This is an optimization exercise on Yosys and OpenROAD, whose aim is small area, not a production implementation. The RTL was checked by simulation tests, not by an equivalence proof against the original design.

==> run E <==
==> flow/design.v (excerpt) <==
module mrfm_dsp
  (input clock,
   input reset,
   input enable,
   input serial_strobe,
   input [6:0] serial_addr,
   input [31:0] serial_data,
   input [11:0] rx_a_a,
   input [11:0] rx_b_a,
   output [15:0] adc_out,
   output [15:0] filt_out,
   output strobe_out);
   reg        k0nz, k1nz;
   reg [7:0]  rate_0, rate_1;
   reg [4:0]  shift;           
   wire       wr_decim = serial_strobe & (serial_addr == 7'd64);
   wire       wr_coeff = serial_strobe & (serial_addr == 7'd67);
   wire       wr_shift = serial_strobe & (serial_addr == 7'd68);
   wire       wr_k0    = serial_strobe & (serial_addr == 7'd75);
   wire       wr_k1    = serial_strobe & (serial_addr == 7'd76);
   always @(posedge clock)
     if (reset) begin
        k0nz <= 1'b0;
        k1nz <= 1'b0;
        rate_0 <= 8'd0;
        rate_1 <= 8'd0;
        shift <= 5'd0;
     end else begin
        if (wr_k0) k0nz <= |serial_data;
        if (wr_k1) k1nz <= |serial_data;
        if (wr_decim) begin
           rate_0 <= serial_data[7:0];
  ...
==> module mrfm_dsp, before the edit <==
module mrfm_dsp
  (input clock,
   input reset,
   input enable,
   input serial_strobe,
   input [6:0] serial_addr,
   input [31:0] serial_data,
   input [11:0] rx_a_a,
   input [11:0] rx_b_a,
   output [15:0] adc_out,
   output [15:0] filt_out,
   output strobe_out);
   reg        k0nz, k1nz;
   reg [7:0]  rate_0, rate_1;
   reg [4:0]  shift;           
   wire       wr_decim = serial_strobe & (serial_addr == 7'd64);
   wire       wr_coeff = serial_strobe & (serial_addr == 7'd67);
   wire       wr_shift = serial_strobe & (serial_addr == 7'd68);
   wire       wr_k0    = serial_strobe & (serial_addr == 7'd75);
   wire       wr_k1    = serial_strobe & (serial_addr == 7'd76);
   always @(posedge clock)
     if (reset) begin
        k0nz <= 1'b0;
        k1nz <= 1'b0;
        rate_0 <= 8'd0;
        rate_1 <= 8'd0;
        shift <= 5'd0;
     end else begin
        if (wr_k0) k0nz <= |serial_data;
        if (wr_k1) k1nz <= |serial_data;
        if (wr_decim) begin
           rate_0 <= serial_data[7:0];
           rate_1 <= serial_data[15:8];
        end
        if (wr_shift)
          shift <= (serial_data[7:0] > 8'd22) ? 5'd0 : serial_data[4:0];
     end
   wire [16:0] sum_extend = (k0nz ? {rx_a_a[11], rx_a_a, 4'b0} : 17'd0)
                          + (k1nz ? {rx_b_a[11], rx_b_a, 4'b0} : 17'd0);
   wire        in_range = sum_extend[16] == sum_extend[15];
   reg [15:0]  adc0;
   always @(posedge clock)
     adc0 <= in_range ? sum_extend[15:0] : {sum_extend[16], {15{~sum_extend[16]}}};
   assign adc_out = adc0;
   reg [7:0]  cnt0, cnt1;
   wire       strobe_0 = (cnt0 == 8'd0) & enable;
   wire       strobe_1 = (cnt1 == 8'd0) & enable & strobe_0;
   assign strobe_out = strobe_1;
   always @(posedge clock)
     if (reset | ~enable)
       cnt0 <= 8'd0;
     else if (cnt0 == 8'd0)
       cnt0 <= rate_0;
     else
       cnt0 <= cnt0 - 8'd1;
   always @(posedge clock)
     if (reset | ~enable)
       cnt1 <= 8'd0;
     else if (strobe_0)
       if (cnt1 == 8'd0)
         cnt1 <= rate_1;
       else
         cnt1 <= cnt1 - 8'd1;
   reg [3:0]  phase;
   always @(posedge clock)
     if (reset | strobe_1)
       phase <= 4'd0;
     else if (phase != 4'd15)
       phase <= phase + 4'd1;
   reg [23:0] c1, c2, c3, c4, c5, c7, c8, c9, c10, c11;
   wire [23:0] cdata = reset ? 24'd0 : serial_data[23:0];
   wire [3:0]  caddr = serial_data[27:24];
   always @(posedge clock) begin
      if (reset | (wr_coeff & (caddr == 4'd1)))  c1  <= cdata;
      if (reset | (wr_coeff & (caddr == 4'd2)))  c2  <= cdata;
      if (reset | (wr_coeff & (caddr == 4'd3)))  c3  <= cdata;
      if (reset | (wr_coeff & (caddr == 4'd4)))  c4  <= cdata;
      if (reset | (wr_coeff & (caddr == 4'd5)))  c5  <= cdata;
      if (reset | (wr_coeff & (caddr == 4'd7)))  c7  <= cdata;
      if (reset | (wr_coeff & (caddr == 4'd8)))  c8  <= cdata;
      if (reset | (wr_coeff & (caddr == 4'd9)))  c9  <= cdata;
      if (reset | (wr_coeff & (caddr == 4'd10))) c10 <= cdata;
      if (reset | (wr_coeff & (caddr == 4'd11))) c11 <= cdata;
   end
   reg [23:0] cread;
   always @*
     case (phase)
       4'd0:  cread = c1;
       4'd1:  cread = c2;
       4'd2:  cread = c3;
       4'd3:  cread = c4;
       4'd4:  cread = c5;
       4'd6:  cread = c7;
       4'd7:  cread = c8;
       4'd8:  cread = c9;
       4'd9:  cread = c10;
       4'd10: cread = c11;
       default: cread = 24'd0;
     endcase
   reg [23:0] cq;
   always @(posedge clock)
     cq <= cread;
   reg [15:0] x0, x1, x2;        
   reg [23:0] y1a, y1b;          
   reg [23:0] y2a, y2b;          
   reg [49:0] acc;
   wire [23:0] scaled;
   always @(posedge clock)
     if (reset | (phase == 4'd0)) begin
        x0 <= reset ? 16'd0 : adc0;
        x1 <= reset ? 16'd0 : x0;
        x2 <= reset ? 16'd0 : x1;
     end
   always @(posedge clock)
     if (reset | (phase == 4'd7)) begin
        y1a <= reset ? 24'd0 : scaled;
        y1b <= reset ? 24'd0 : y1a;
     end
   always @(posedge clock)
     if (reset | (phase == 4'd14)) begin
        y2a <= reset ? 24'd0 : scaled;
        y2b <= reset ? 24'd0 : y2a;
     end
   assign filt_out = y2a[23:8];
   reg [23:0] opa;
   always @*
     case (phase)
       4'd1:              opa = {x2, 8'd0};
       4'd2:              opa = {x1, 8'd0};
       4'd3:              opa = {x0, 8'd0};
       4'd4, 4'd7, 4'd8:  opa = y1b;
       4'd5, 4'd9:        opa = y1a;
       4'd10:             opa = y2b;
       4'd11:             opa = y2a;
       default:           opa = 24'd0;
     endcase
   wire [49:0] sum;
   wire [49:0] accin = (phase == 4'd1) ? 50'h2000002000000 :
                       (phase == 4'd7) ? 50'h1aaaaad000000 : acc;
   mac u_mac(.a(opa), .b(cq), .accin(accin), .sum(sum));
   always @(posedge clock)
     acc <= sum;
   wire [4:0]  shift_now = (wr_shift & (phase == 4'd7))
                           ? ((serial_data[7:0] > 8'd22) ? 5'd0 : serial_data[4:0])
                           : shift;
   wire [21:0] below;            
   genvar      gi;
   generate
      for (gi = 0; gi < 22; gi = gi + 1) begin : g_therm
         assign below[gi] = (shift_now > gi);
      end
   endgenerate
   wire        neg = acc[49];
   wire        sticky = |(acc[21:0] & below);
   wire [25:0] diff = acc[48:23] ^ {26{neg}};
   wire        over = |(diff[21:0] & ~below) | |diff[25:22];
   wire [45:0] shifted = acc[45:0] >> shift_now;
   wire [23:0] rounded = shifted[23:0] + {23'd0, neg & sticky};
   assign scaled = over ? {neg, {23{~neg}}} : rounded;
endmodule  
==> flow/config.mk <==
export PLATFORM = sky130hd
export DESIGN_NAME = mrfm_dsp
export DESIGN_NICKNAME = mrfm_dsp
export VERILOG_FILES = /design/flow/design.v
export SDC_FILE = /design/flow/constraint.sdc
export NUM_CORES = 4
export LEC_CHECK = 0
export ABC_AREA = 1
export CAP_MARGIN = 20
export CORE_MARGIN = 2
export CORE_UTILIZATION = 40
export SLEW_MARGIN = 20
==> flow/constraint.sdc <==
create_clock -name core_clock -period 10.0 [get_ports {clock}]
set_input_delay 2.0000 -clock core_clock [delete_from_list [all_inputs] [get_ports {clock}]]
set_output_delay 2.0000 -clock core_clock [all_outputs]
set_load 0.01 [all_outputs]
run.sh (not shown) runs the stock make flow with config.mk's settings and CLKGATE_MAP_FILE= SYNTH_SCRIPT=/design/flow/synth_recipe.tcl, a recipe that flattens the netlist after the stock synthesis.
==> inputs of run A, as changes to run E <==
--- a/flow/design.v
+++ b/flow/design.v
@@ -437,33 +437,40 @@
    reg [49:0] acc;
    wire [23:0] scaled;
+   reg         v1, v2;
    always @(posedge clock)
-     if (reset | (phase == 4'd0)) begin
-        x0 <= reset ? 16'd0 : adc0;
-        x1 <= reset ? 16'd0 : x0;
-        x2 <= reset ? 16'd0 : x1;
+     if (reset) begin
+        v1 <= 1'b0;
+        v2 <= 1'b0;
+     end else if (phase == 4'd14) begin
+        v1 <= 1'b1;
+        v2 <= v1;
      end
    always @(posedge clock)
-     if (reset | (phase == 4'd7)) begin
-        y1a <= reset ? 24'd0 : scaled;
-        y1b <= reset ? 24'd0 : y1a;
+     if (phase == 4'd0) begin
+        x0 <= adc0;
+        x1 <= x0;
+        x2 <= x1;
      end
    always @(posedge clock)
-     if (reset | (phase == 4'd14)) begin
-        y2a <= reset ? 24'd0 : scaled;
-        y2b <= reset ? 24'd0 : y2a;
+     if (phase == 4'd7) begin
+        y1a <= scaled;
+        y1b <= y1a;
      end
-   assign filt_out = y2a[23:8];
-   reg [23:0] opa;
-   always @*
-     case (phase)
-       4'd1:              opa = {x2, 8'd0};
-       4'd2:              opa = {x1, 8'd0};
-       4'd3:              opa = {x0, 8'd0};
-       4'd4, 4'd7, 4'd8:  opa = y1b;
-       4'd5, 4'd9:        opa = y1a;
-       4'd10:             opa = y2b;
-       4'd11:             opa = y2a;
-       default:           opa = 24'd0;
-     endcase
+   always @(posedge clock)
+     if (phase == 4'd14) begin
+        y2a <= scaled;
+        y2b <= y2a;
+     end
+   assign filt_out = y2a[23:8] & {16{v1}};
+   wire        s_x2  = (phase == 4'd1) & v2;
+   wire        s_x1  = (phase == 4'd2) & v1;
+   wire        s_x0  = (phase == 4'd3);
+   wire        s_y1b = ((phase == 4'd4) | (phase == 4'd7)) & v2 | (phase == 4'd8) & v1;
+   wire        s_y1a = (phase == 4'd5) & v1 | (phase == 4'd9);
+   wire        s_y2b = (phase == 4'd10) & v2;
+   wire        s_y2a = (phase == 4'd11) & v1;
+   wire [23:0] opa = ({24{s_x2}} & {x2, 8'd0}) | ({24{s_x1}} & {x1, 8'd0}) | ({24{s_x0}} & {x0, 8'd0})
+                   | ({24{s_y1b}} & y1b) | ({24{s_y1a}} & y1a)
+                   | ({24{s_y2b}} & y2b) | ({24{s_y2a}} & y2a);
    wire [49:0] sum;
    wire [49:0] accin = (phase == 4'd1) ? 50'h2000002000000 :
==> inputs of run F, as changes to run E <==
--- a/flow/design.v
+++ b/flow/design.v
@@ -437,33 +437,40 @@
    reg [49:0] acc;
    wire [23:0] scaled;
+   reg         v1, v2;
    always @(posedge clock)
-     if (reset | (phase == 4'd0)) begin
-        x0 <= reset ? 16'd0 : adc0;
-        x1 <= reset ? 16'd0 : x0;
-        x2 <= reset ? 16'd0 : x1;
+     if (reset) begin
+        v1 <= 1'b0;
+        v2 <= 1'b0;
+     end else if (phase == 4'd14) begin
+        v1 <= 1'b1;
+        v2 <= v1;
      end
    always @(posedge clock)
-     if (reset | (phase == 4'd7)) begin
-        y1a <= reset ? 24'd0 : scaled;
-        y1b <= reset ? 24'd0 : y1a;
+     if (phase == 4'd0) begin
+        x0 <= adc0;
+        x1 <= x0;
+        x2 <= x1;
      end
    always @(posedge clock)
-     if (reset | (phase == 4'd14)) begin
-        y2a <= reset ? 24'd0 : scaled;
-        y2b <= reset ? 24'd0 : y2a;
+     if (phase == 4'd7) begin
+        y1a <= scaled;
+        y1b <= y1a;
      end
-   assign filt_out = y2a[23:8];
-   reg [23:0] opa;
-   always @*
-     case (phase)
-       4'd1:              opa = {x2, 8'd0};
-       4'd2:              opa = {x1, 8'd0};
-       4'd3:              opa = {x0, 8'd0};
-       4'd4, 4'd7, 4'd8:  opa = y1b;
-       4'd5, 4'd9:        opa = y1a;
-       4'd10:             opa = y2b;
-       4'd11:             opa = y2a;
-       default:           opa = 24'd0;
-     endcase
+   always @(posedge clock)
+     if (phase == 4'd14) begin
+        y2a <= scaled;
+        y2b <= y2a;
+     end
+   assign filt_out = y2a[23:8] & {16{v1}};
+   wire        s_x2  = (phase == 4'd1) & v2;
+   wire        s_x1  = (phase == 4'd2) & v1;
+   wire        s_x0  = (phase == 4'd3);
+   wire        s_y1b = ((phase == 4'd4) | (phase == 4'd7)) & v2 | (phase == 4'd8) & v1;
+   wire        s_y1a = (phase == 4'd5) & v1 | (phase == 4'd9);
+   wire        s_y2b = (phase == 4'd10) & v2;
+   wire        s_y2a = (phase == 4'd11) & v1;
+   wire [23:0] opa = ({24{s_x2}} & {x2, 8'd0}) | ({24{s_x1}} & {x1, 8'd0}) | ({24{s_x0}} & {x0, 8'd0})
+                   | ({24{s_y1b}} & y1b) | ({24{s_y1a}} & y1a)
+                   | ({24{s_y2b}} & y2b) | ({24{s_y2a}} & y2a);
    wire [49:0] sum;
    wire [49:0] accin = (phase == 4'd1) ? 50'h2000002000000 :
CORE_UTILIZATION = 65   (was 40)
CTS_BUF_LIST = sky130_fd_sc_hd__clkbuf_4 sky130_fd_sc_hd__clkbuf_8   (was default)
==> notes <==
The lowest sequential share of layout area belongs to run E, the highest to run F. Die area: run E > run A > run F. Against run E, the critical path depth of run A is higher by 4. Via count: run E < run A < run F. Against run E, the global-route usage of run A is higher by 0.84 points. Routed wire length, lowest first: run F, run E, run A. Against run E, the first-iteration DRC count of run F is higher by 12%. The lowest worst hold slack belongs to run F, the highest to run E. Against run F, the clock skew of run E is lower by 35 ps.
==> figures <==
Synth Net Count: run A 4917; run E 4997; run F 4917
Fraction of post-synthesis cell area in the top cell type by area: run A 29.1%; run E 28.8%; run F 29.1%
Largest net degree at the start of global routing: run A 64; run E 89; run F 75
Clock network share of area: run A 3.98%; run E 4.40%; run F 4.23%
Antenna violations before repair: run A 1; run E 1; run F 4
Number of optimization iterations in the first detailed-route pass: run A 7; run E 8; run F 8
Synth cell types: run A 50; run E 59; run F 50
Slowest cell on the critical path: run A sky130_fd_sc_hd__nor2_4; run E sky130_fd_sc_hd__a21oi_1; run F sky130_fd_sc_hd__ha_1
Final Net Count: run A 4910; run E 4960; run F 4931
Fill cell total of the finished layout: run A 9445; run E 9596; run F 4638
Ratio of layout area to synthesized area: run A 1.107x; run E 1.101x; run F 1.091x
Dpl ws: run A 1630 ps; run E 1390 ps; run F 1730 ps
Clk root buf: run A sky130_fd_sc_hd__clkbuf_16; run E sky130_fd_sc_hd__clkbuf_16; run F sky130_fd_sc_hd__clkbuf_8
Antenna diode instance count: run A 0; run E 0; run F 2
Critical path startpoint: run A phase[2]$_SDFFE_PP0P_; run E phase[2]$_SDFFE_PP0P_; run F phase[1]$_SDFFE_PP0P_
FP Rows: run A 114; run E 114; run F 89
Wire length of the first global-routing pass: run A 201 mm; run E 196 mm; run F 190 mm
Run status: run A timing/DRC/antenna clean; run E timing/DRC/antenna clean; run F timing/DRC/antenna clean

## separate check: timing with driven ports
No port has a modelled driver above. Below, the same layouts with a new extraction and two added sets of constraints. Step 1 (the two cells are an assumption about what drives the block):
set clk [get_ports {clock}]
set_driving_cell -lib_cell sky130_fd_sc_hd__clkbuf_16 $clk
set_driving_cell -lib_cell sky130_fd_sc_hd__buf_2 [delete_from_list [all_inputs] $clk]
Step 2, shift: input delay + t, output delay - t, t = (earliest + latest rising clock arrival at the registers) / 2. This alone moves slack from input paths to output paths. Slacks: ideal ports / drivers / drivers and shift; pairs: ideal ports / drivers.
run	t, ns	slack for setup (ns)	slew at the worst register clock pin (ns)
run E	0.727	1.239 / 1.239 / 1.239	0.07 / 0.07
run A	0.697	1.536 / 1.536 / 1.536	0.07 / 0.07
run F	0.752	1.631 / 1.631 / 1.631	0.09 / 0.09
After both steps setup and hold are still met in every run listed.
